This design comes from an exercise in tuning for small area on the open sky130 flow, not from production work.
RTL that was checked went through simulation tests only; none was proved equivalent to the original.
Power and IR drop assume default switching activity.

==> module framecontroller, before the edit <==
module framecontroller
(
	input	sp, rst, CAN_RX, reset, isStuff, errorFlag,
	input	[4:0] size,
	output wire BS_onoff,
	output wire [1:0] CRCtype,
	output reg BRS_Stop,
	output wire invalidBit,
	output wire CRCcalc_on,
	output wire CRCtime,
	output wire ackValue,
	output reg isRemote,
	output reg IDE,
	output reg EDL,
	output reg BRS,
	output wire frameReady
);
	localparam [3:0] ARB = 4'd0, RTR = 4'd1, IDEs = 4'd2, EXT = 4'd3,
	                 EXTRTR = 4'd4, R1EDL = 4'd5, R0EDL = 4'd6, R0FD = 4'd7,
	                 BRSs = 4'd8, ESI = 4'd9, DLC = 4'd10, DATA = 4'd11,
	                 CRC = 4'd12, TAIL = 4'd13, ERR = 4'd14, ERR2 = 4'd15;
	reg [3:0] state;
	reg [8:0] cnt;
	reg big;    
	assign invalidBit = 1'b0;
	assign ackValue = 1'b0;
	wire crcFirst = EDL ? (cnt[4] & ~cnt[3] & (cnt[2] == big) & ~cnt[1] & ~cnt[0])
	                    : (~cnt[4] & cnt[3] & cnt[2] & cnt[1] & ~cnt[0]);
	wire tailFirst = cnt[3] & cnt[2] & cnt[1] & cnt[0];    
	assign frameReady = (state == ERR2) & cnt[0];
	assign CRCtime = ((state == CRC) & ~crcFirst) | ((state == TAIL) & tailFirst);
	assign CRCtype = {CRCtime & EDL, CRCtime & (~EDL | big)};
	assign CRCcalc_on = ~CRCtime & (state != TAIL) & (state != ERR2);
	assign BS_onoff = (state != ERR2) & ~((state == TAIL) & ~tailFirst);
	wire zero = (cnt == 9'd0);
	wire [8:0] crcLoad = !EDL ? 9'd14 : big ? 9'd20 : 9'd16;
	wire [3:0] dlc = {cnt[2:0], CAN_RX};
	reg [5:0] nbm1;
	always @* begin
		if (!EDL || !dlc[3])
			nbm1 = dlc[3] ? 6'd7 : {3'b000, dlc[2:0] - 3'd1};
		else case (dlc[2:0])
			3'd0: nbm1 = 6'd7;
			3'd1: nbm1 = 6'd11;
			3'd2: nbm1 = 6'd15;
			3'd3: nbm1 = 6'd19;
			3'd4: nbm1 = 6'd23;
			3'd5: nbm1 = 6'd31;
			3'd6: nbm1 = 6'd47;
			default: nbm1 = 6'd63;
		endcase
	end
	always @ (posedge sp) begin
		if (rst) begin
			state <= ERR2;
			cnt[0] <= 1'b1;
			BRS_Stop <= 1'b0;
			isRemote <= 1'b0;
			IDE <= 1'b0;
			EDL <= 1'b0;
			BRS <= 1'b0;
		end else if (reset) begin
			state <= errorFlag ? ERR : ARB;
			big <= 1'b0;
			BRS_Stop <= 1'b0;
			isRemote <= 1'b0;
			IDE <= 1'b0;
			EDL <= 1'b0;
			BRS <= 1'b0;
		end else if (!isStuff) begin
			case (state)
				ARB: if (size[3] && size[1]) state <= RTR;    
				RTR: begin
					isRemote <= CAN_RX;
					state <= IDEs;
				end
				IDEs: begin
					IDE <= CAN_RX;
					isRemote <= isRemote & ~CAN_RX;
					if (!CAN_RX) state <= R0EDL;
					else if (isRemote) state <= EXT;
					else state <= ERR;
				end
				EXT: if (&size[4:1]) state <= EXTRTR;    
				EXTRTR: begin
					isRemote <= CAN_RX;
					state <= R1EDL;
				end
				R1EDL, R0EDL: begin
					EDL <= CAN_RX;
					cnt <= 9'd1;
					if (CAN_RX) state <= R0FD;
					else if (state == R1EDL) state <= R0EDL;
					else state <= DLC;
				end
				R0FD: state <= CAN_RX ? ERR : BRSs;
				BRSs: begin
					BRS <= CAN_RX;
					BRS_Stop <= CAN_RX;
					state <= ESI;
				end
				ESI: state <= DLC;
				DLC: begin
					if (!cnt[3]) begin
						cnt <= {cnt[7:0], CAN_RX};
					end else if (dlc != 4'd0) begin
						cnt <= {nbm1, 3'b111};
						big <= EDL & dlc[3] & (dlc[2] | (dlc[1] & dlc[0]));
						state <= DATA;
					end else begin
						cnt <= crcLoad;
						state <= CRC;
					end
				end
				DATA: begin
					if (EDL) BRS_Stop <= 1'b1;
					cnt <= cnt - 9'd1;
					if (zero) begin
						cnt <= crcLoad;
						state <= CRC;
					end
				end
				CRC: begin
					cnt <= cnt - 9'd1;
					if (zero) state <= TAIL;    
				end
				TAIL: begin
					BRS_Stop <= 1'b0;
					cnt <= cnt - 9'd1;
					if (!CAN_RX && cnt[3] && cnt[2] && cnt[0])    
						state <= ERR2;
					else if (!cnt[3] && !cnt[0])                 
						state <= ERR2;
				end
				default: ;
			endcase
		end
	end
endmodule
Settings: LEC_CHECK=0, ABC_AREA=1, CAP_MARGIN=20, CORE_MARGIN=2, CORE_UTILIZATION=70, SLEW_MARGIN=20; clock period 5.0 ns.
standard.sh (not shown) runs the stock make flow with config.mk's settings and CLKGATE_MAP_FILE= SYNTH_SCRIPT=/design/flow/synth_recipe.tcl, a recipe that flattens the netlist after the stock synthesis.
==> flow/flow/run.sh <==
#!/bin/bash
# Layout flow: the standard ORFS flow (standard.sh) with three changes:
#  - synthesis maps the logic with an area-oriented ABC script (flow/area.abc);
#    the rest of the synthesis script, and so every register, is unchanged
#  - ports are buffered with sky130_fd_sc_hd__buf_1
#  - the clock tree uses small clock buffers and no dummy loads
# Each tool's output goes to the ORFS logs under orfs/logs and to standard.log.
set -uo pipefail
W=$PWD
F=$W/flow
sed 's#^source \$::env(SCRIPTS_DIR)/synth_preamble.tcl$#&\nset abc_args [lreplace $abc_args 1 1 '"$F"'/area.abc]#' \
  "$FLOW_HOME/scripts/synth.tcl" > "$W/my_synth.tcl"
grep -q "area.abc" "$W/my_synth.tcl" || { echo "synth.tcl patch failed"; exit 1; }
sed 's#source \$::env(SCRIPTS_DIR)/synth.tcl#source '"$W"'/my_synth.tcl#' synth_recipe.tcl > "$W/my_synth_recipe.tcl"
grep -q "my_synth.tcl" "$W/my_synth_recipe.tcl" || { echo "synth_recipe.tcl patch failed"; exit 1; }
sed 's#SYNTH_SCRIPT=[^ ]*#SYNTH_SCRIPT='"$W"'/my_synth_recipe.tcl#' standard.sh > "$W/my_standard.sh"
grep -q "my_synth_recipe.tcl" "$W/my_standard.sh" || { echo "standard.sh patch failed"; exit 1; }
export BUFFER_PORTS_ARGS="-buffer_cell sky130_fd_sc_hd__buf_1"
export CTS_ARGS="-sink_clustering_enable -repair_clock_nets -dont_use_dummy_load -buf_list sky130_fd_sc_hd__clkbuf_8 -root_buf sky130_fd_sc_hd__clkbuf_8 -sink_clustering_size 24 -sink_clustering_max_diameter 60"
bash "$W/my_standard.sh" > "$W/standard.log" 2>&1
==> flow/flow/area.abc <==
strash
&get -n
&deepsyn -T 60 -S 1
&dch
&nf -p -F 8 -A 4 -R 1000
&put
mfs3 -ae
topo
stime -c
Then changed:
--- a/flow/design.v
+++ b/flow/design.v
@@ -153,5 +153,5 @@
 	localparam [3:0] ARB = 4'd0, RTR = 4'd1, IDEs = 4'd2, EXT = 4'd3,
 	                 EXTRTR = 4'd4, R1EDL = 4'd5, R0EDL = 4'd6, R0FD = 4'd7,
-	                 BRSs = 4'd8, ESI = 4'd9, DLC = 4'd10, DATA = 4'd11,
+	                 BRSs = 4'd8, CRC0 = 4'd9, DLC = 4'd10, DATA = 4'd11,
 	                 CRC = 4'd12, TAIL = 4'd13, ERR = 4'd14, ERR2 = 4'd15;
 	reg [3:0] state;
@@ -160,9 +160,7 @@
 	assign invalidBit = 1'b0;
 	assign ackValue = 1'b0;
-	wire crcFirst = EDL ? (cnt[4] & ~cnt[3] & (cnt[2] == big) & ~cnt[1] & ~cnt[0])
-	                    : (~cnt[4] & cnt[3] & cnt[2] & cnt[1] & ~cnt[0]);
 	wire tailFirst = cnt[3] & cnt[2] & cnt[1] & cnt[0];    
 	assign frameReady = (state == ERR2) & cnt[0];
-	assign CRCtime = ((state == CRC) & ~crcFirst) | ((state == TAIL) & tailFirst);
+	assign CRCtime = (state == CRC) | ((state == TAIL) & tailFirst);
 	assign CRCtype = {CRCtime & EDL, CRCtime & (~EDL | big)};
 	assign CRCcalc_on = ~CRCtime & (state != TAIL) & (state != ERR2);
@@ -224,5 +222,5 @@
 				R1EDL, R0EDL: begin
 					EDL <= CAN_RX;
-					cnt <= 9'd1;
+					cnt <= {8'd0, ~CAN_RX};    
 					if (CAN_RX) state <= R0FD;
 					else if (state == R1EDL) state <= R0EDL;
@@ -231,9 +229,11 @@
 				R0FD: state <= CAN_RX ? ERR : BRSs;
 				BRSs: begin
-					BRS <= CAN_RX;
-					BRS_Stop <= CAN_RX;
-					state <= ESI;
+					if (!cnt[0]) begin
+						BRS <= CAN_RX;
+						BRS_Stop <= CAN_RX;
+						cnt[0] <= 1'b1;
+					end else
+						state <= DLC;
 				end
-				ESI: state <= DLC;
 				DLC: begin
 					if (!cnt[3]) begin
@@ -245,5 +245,5 @@
 					end else begin
 						cnt <= crcLoad;
-						state <= CRC;
+						state <= CRC0;
 					end
 				end
@@ -253,7 +253,11 @@
 					if (zero) begin
 						cnt <= crcLoad;
-						state <= CRC;
+						state <= CRC0;
 					end
 				end
+				CRC0: begin
+					cnt <= cnt - 9'd1;
+					state <= CRC;
+				end
 				CRC: begin
 					cnt <= cnt - 9'd1;
Result: Core utilization rises by 0.48 points. Total power hardly moves. Sequential share of layout area falls by 0.53 points. First-iteration DRC count falls slightly. Critical path depth falls by 7.
Only the layout flow was run in the second run of this note; the RTL was not checked for function there.

* * *

Another version of the RTL of frameMakerTop (not shown whole).
For scale: about 580 cells after synthesis, ~180 I/O pins, roughly 6600 um^2 of cells after synthesis.
==> module overload, before the edit <==
module overload (samplePoint, rst, canRX, isOverload, isError, endOverload);
	input wire samplePoint, rst, canRX, isOverload, isError;
	output wire endOverload;
	reg [3:0] count;
	reg del;
	wire idle = del & count[3];
	wire ended = del & (count == 4'd0);
	wire start = idle | ended;
	wire active = isOverload | isError | ~start;
	wire flag = ~count[3] & ~(count[2] & (count[1] | count[0]));
	wire c7 = count[2] & count[1] & count[0];
	wire c11 = count[3] & count[1] & count[0];
	assign endOverload = ended;
	always @ (posedge samplePoint) begin
		if (rst) begin
			count <= 4'd8;
			del <= 1'b1;
		end else if (active) begin
			if (!del || start) begin
				del <= 1'b0;
				if (!canRX)
					count <= start ? 4'd1 : (!flag && c11) ? 4'd0 : count + 4'd1;
				else if (flag || start)
					count <= 4'd0;
				else begin
					del <= 1'b1;
					count <= 4'd1;
				end
			end else begin
				if (canRX)
					count <= c7 ? 4'd0 : count + 4'd1;
				else begin
					del <= 1'b0;
					count <= {3'b000, c7};
				end
			end
		end else if (ended)
			count <= 4'd8;
	end
endmodule
==> module framecontroller, before the edit <==
module framecontroller
(
	input	sp, rst, CAN_RX, reset, isStuff, errorFlag,
	input	[4:0] size,
	output wire BS_onoff,
	output wire [1:0] CRCtype,
	output reg BRS_Stop,
	output wire invalidBit,
	output wire CRCcalc_on,
	output wire CRCtime,
	output wire ackValue,
	output reg isRemote,
	output reg IDE,
	output reg EDL,
	output reg BRS,
	output wire frameReady
);
	localparam [3:0] ARB = 4'd0, RTR = 4'd1, IDEs = 4'd2, EXT = 4'd3,
	                 EXTRTR = 4'd4, R1EDL = 4'd5, R0EDL = 4'd6, R0FD = 4'd7,
	                 BRSs = 4'd8, DLC = 4'd10, DATA = 4'd11,
	                 CRC = 4'd12, TAIL = 4'd13, ERR = 4'd14, ERR2 = 4'd15;
	reg [3:0] state;
	reg [8:0] cnt;
	reg big;    
	assign invalidBit = 1'b0;
	assign ackValue = 1'b0;
	wire crcFirst = EDL ? (cnt[4] & ~cnt[3] & (cnt[2] == big) & ~cnt[1] & cnt[0])
	                    : (~cnt[4] & cnt[3] & cnt[2] & cnt[1] & cnt[0]);
	wire tailFirst = ~cnt[3] & ~cnt[2] & ~cnt[1] & ~cnt[0];    
	assign frameReady = (state == ERR2) & ~cnt[0];
	assign CRCtime = ((state == CRC) & ~crcFirst) | ((state == TAIL) & tailFirst);
	assign CRCtype = {CRCtime & EDL, CRCtime & (~EDL | big)};
	assign CRCcalc_on = ~CRCtime & (state != TAIL) & (state != ERR2);
	assign BS_onoff = (state != ERR2) & ~((state == TAIL) & ~tailFirst);
	wire one = (cnt == 9'd1);
	wire [8:0] crcLoad = !EDL ? 9'd15 : big ? 9'd21 : 9'd17;
	wire [3:0] dlc = {cnt[2:0], CAN_RX};
	reg [5:0] nb;
	always @* begin
		if (!EDL || !dlc[3])
			nb = dlc[3] ? 6'd8 : {3'b000, dlc[2:0]};
		else case (dlc[2:0])
			3'd0: nb = 6'd8;
			3'd1: nb = 6'd12;
			3'd2: nb = 6'd16;
			3'd3: nb = 6'd20;
			3'd4: nb = 6'd24;
			3'd5: nb = 6'd32;
			3'd6: nb = 6'd48;
			default: nb = 6'd0;    
		endcase
	end
	always @ (posedge sp) begin
		if (rst) begin
			state <= ERR2;
			cnt[0] <= 1'b0;
			BRS_Stop <= 1'b0;
			isRemote <= 1'b0;
			IDE <= 1'b0;
			EDL <= 1'b0;
			BRS <= 1'b0;
		end else if (reset) begin
			state <= errorFlag ? ERR : ARB;
			big <= 1'b0;
			BRS_Stop <= 1'b0;
			isRemote <= 1'b0;
			IDE <= 1'b0;
			EDL <= 1'b0;
			BRS <= 1'b0;
		end else if (!isStuff) begin
			case (state)
				ARB: if (size[3] && size[1]) state <= RTR;    
				RTR: begin
					isRemote <= CAN_RX;
					state <= IDEs;
				end
				IDEs: begin
					IDE <= CAN_RX;
					isRemote <= isRemote & ~CAN_RX;
					if (!CAN_RX) state <= R0EDL;
					else if (isRemote) state <= EXT;
					else state <= ERR;
				end
				EXT: if (&size[4:1]) state <= EXTRTR;    
				EXTRTR: begin
					isRemote <= CAN_RX;
					state <= R1EDL;
				end
				R1EDL, R0EDL: begin
					EDL <= CAN_RX;
					cnt <= {7'd0, ~CAN_RX, CAN_RX};    
					if (CAN_RX) state <= R0FD;
					else if (state == R1EDL) state <= R0EDL;
					else state <= DLC;
				end
				R0FD: state <= CAN_RX ? ERR : BRSs;
				BRSs: begin
					BRS <= CAN_RX;
					BRS_Stop <= CAN_RX;
					state <= DLC;
				end
				DLC: begin
					if (!cnt[4]) begin
						cnt <= {cnt[7:0], CAN_RX};
					end else if (dlc != 4'd0) begin
						cnt <= {nb, 3'b000};    
						big <= EDL & dlc[3] & (dlc[2] | (dlc[1] & dlc[0]));
						state <= DATA;
					end else begin
						cnt <= crcLoad;
						state <= CRC;
					end
				end
				DATA: begin
					if (EDL) BRS_Stop <= 1'b1;
					cnt <= cnt - 9'd1;
					if (one) begin
						cnt <= crcLoad;
						state <= CRC;
					end
				end
				CRC: begin
					cnt <= cnt - 9'd1;
					if (one) state <= TAIL;
				end
				TAIL: begin
					BRS_Stop <= 1'b0;
					cnt <= cnt - 9'd1;
					if (!CAN_RX && !cnt[0] && (cnt[3:1] == 3'b000 || cnt[3:1] == 3'b111))    
						state <= ERR2;
					else if (!cnt[3] && cnt[2] && cnt[1] && cnt[0])    
						state <= ERR2;
				end
				default: ;
			endcase
		end
	end
endmodule
clock: 5.0 ns
lec_check: 0
abc_area: 1
cap_margin: 20
core_margin: 2
core_utilization: 70
slew_margin: 20
Scripts as last shown in full above: flow/flow/run.sh, flow/flow/area.abc
Next try:
--- a/flow/design.v
+++ b/flow/design.v
@@ -88,45 +88,50 @@
 endmodule
 module overload (samplePoint, rst, canRX, isOverload, isError, endOverload);
 	input wire samplePoint, rst, canRX, isOverload, isError;
 	output wire endOverload;
 	reg [3:0] count;
 	reg del;
-	wire idle = del & count[3];
-	wire ended = del & (count == 4'd0);
-	wire start = idle | ended;
-	wire active = isOverload | isError | ~start;
+	reg alredyOverError;
+	wire active = isOverload | isError | alredyOverError;
 	wire flag = ~count[3] & ~(count[2] & (count[1] | count[0]));
 	wire c7 = count[2] & count[1] & count[0];
 	wire c11 = count[3] & count[1] & count[0];
+	wire ended = del & (count == 4'd0);
 	assign endOverload = ended;
 	always @ (posedge samplePoint) begin
 		if (rst) begin
-			count <= 4'd8;
-			del <= 1'b1;
+			count <= 4'd0;
+			del <= 1'b0;
+			alredyOverError <= 1'b0;
 		end else if (active) begin
-			if (!del || start) begin
+			alredyOverError <= 1'b1;
+			if (!del || ended) begin
 				del <= 1'b0;
 				if (!canRX)
-					count <= start ? 4'd1 : (!flag && c11) ? 4'd0 : count + 4'd1;
-				else if (flag || start)
+					count <= (!flag && c11) ? 4'd0 : count + 4'd1;
+				else if (flag)
 					count <= 4'd0;
 				else begin
 					del <= 1'b1;
 					count <= 4'd1;
 				end
 			end else begin
-				if (canRX)
-					count <= c7 ? 4'd0 : count + 4'd1;
-				else begin
+				if (canRX) begin
+					if (c7) begin
+						alredyOverError <= 1'b0;
+						count <= 4'd0;
+					end else
+						count <= count + 4'd1;
+				end else begin
 					del <= 1'b0;
 					count <= {3'b000, c7};
 				end
 			end
 		end else if (ended)
-			count <= 4'd8;
+			del <= 1'b0;
 	end
 endmodule
 module framecontroller
 (
 	input	sp, rst, CAN_RX, reset, isStuff, errorFlag,
 	input	[4:0] size,
@@ -142,13 +147,13 @@
 	output reg EDL,
 	output reg BRS,
 	output wire frameReady
 );
 	localparam [3:0] ARB = 4'd0, RTR = 4'd1, IDEs = 4'd2, EXT = 4'd3,
 	                 EXTRTR = 4'd4, R1EDL = 4'd5, R0EDL = 4'd6, R0FD = 4'd7,
-	                 BRSs = 4'd8, DLC = 4'd10, DATA = 4'd11,
+	                 BRSs = 4'd8, ESI = 4'd9, DLC = 4'd10, DATA = 4'd11,
 	                 CRC = 4'd12, TAIL = 4'd13, ERR = 4'd14, ERR2 = 4'd15;
 	reg [3:0] state;
 	reg [8:0] cnt;
 	reg big;    
 	assign invalidBit = 1'b0;
 	assign ackValue = 1'b0;
@@ -213,25 +218,26 @@
 				EXTRTR: begin
 					isRemote <= CAN_RX;
 					state <= R1EDL;
 				end
 				R1EDL, R0EDL: begin
 					EDL <= CAN_RX;
-					cnt <= {7'd0, ~CAN_RX, CAN_RX};    
+					cnt <= 9'd1;
 					if (CAN_RX) state <= R0FD;
 					else if (state == R1EDL) state <= R0EDL;
 					else state <= DLC;
 				end
 				R0FD: state <= CAN_RX ? ERR : BRSs;
 				BRSs: begin
 					BRS <= CAN_RX;
 					BRS_Stop <= CAN_RX;
-					state <= DLC;
+					state <= ESI;
 				end
+				ESI: state <= DLC;
 				DLC: begin
-					if (!cnt[4]) begin
+					if (!cnt[3]) begin
 						cnt <= {cnt[7:0], CAN_RX};
 					end else if (dlc != 4'd0) begin
 						cnt <= {nb, 3'b000};    
 						big <= EDL & dlc[3] & (dlc[2] | (dlc[1] & dlc[0]));
 						state <= DATA;
 					end else begin
Effect: The new run went through all stages and came out clean. Clock power is about the same. Sequential cell count climbs by 1. Via count shrinks slightly. Clock-buffer cell count is unchanged. Final cell count decreases slightly. Utilization increases by 0.33 points. Power falls by a few percent. Global-route usage rises by 0.93 points.
Only the layout flow was run in the first run of this note; the RTL was not checked for function there.

afterwards: timing with drivers on the ports:
Ports are ideal in the flow. The routed layouts listed here were re-timed in OpenROAD.
Step 1, drivers: a clkbuf_16 drives samplePoint and a buf_2 each remaining input, both assumed.
Step 2 times the ports against the registers' clock, not the clock port: input delays grow and output delays shrink by t, the midpoint of the rising clock arrivals with the driver on.
Three values: ideal, step 1, step 2; two values: the first two.
run	shift t [ns]	setup slack, ns	clock arrival spread, ns	pins driven straight from the clock port
the first run of note 1	0.477	1.472 / 1.472 / 1.441	0.043 / 0.042	1
the second run of note 1	0.456	1.600 / 1.566 / 1.645	0.041 / 0.041	1
the first run of note 2	0.460	1.524 / 1.489 / 1.338	0.050 / 0.050	1
the second run of note 2	0.461	1.637 / 1.599 / 1.604	0.042 / 0.041	1
After both steps every run listed still meets setup and hold. The setup slack of the first run of note 2, which loses most, moves by -0.035 ns with the drivers and by -0.186 ns with both steps.
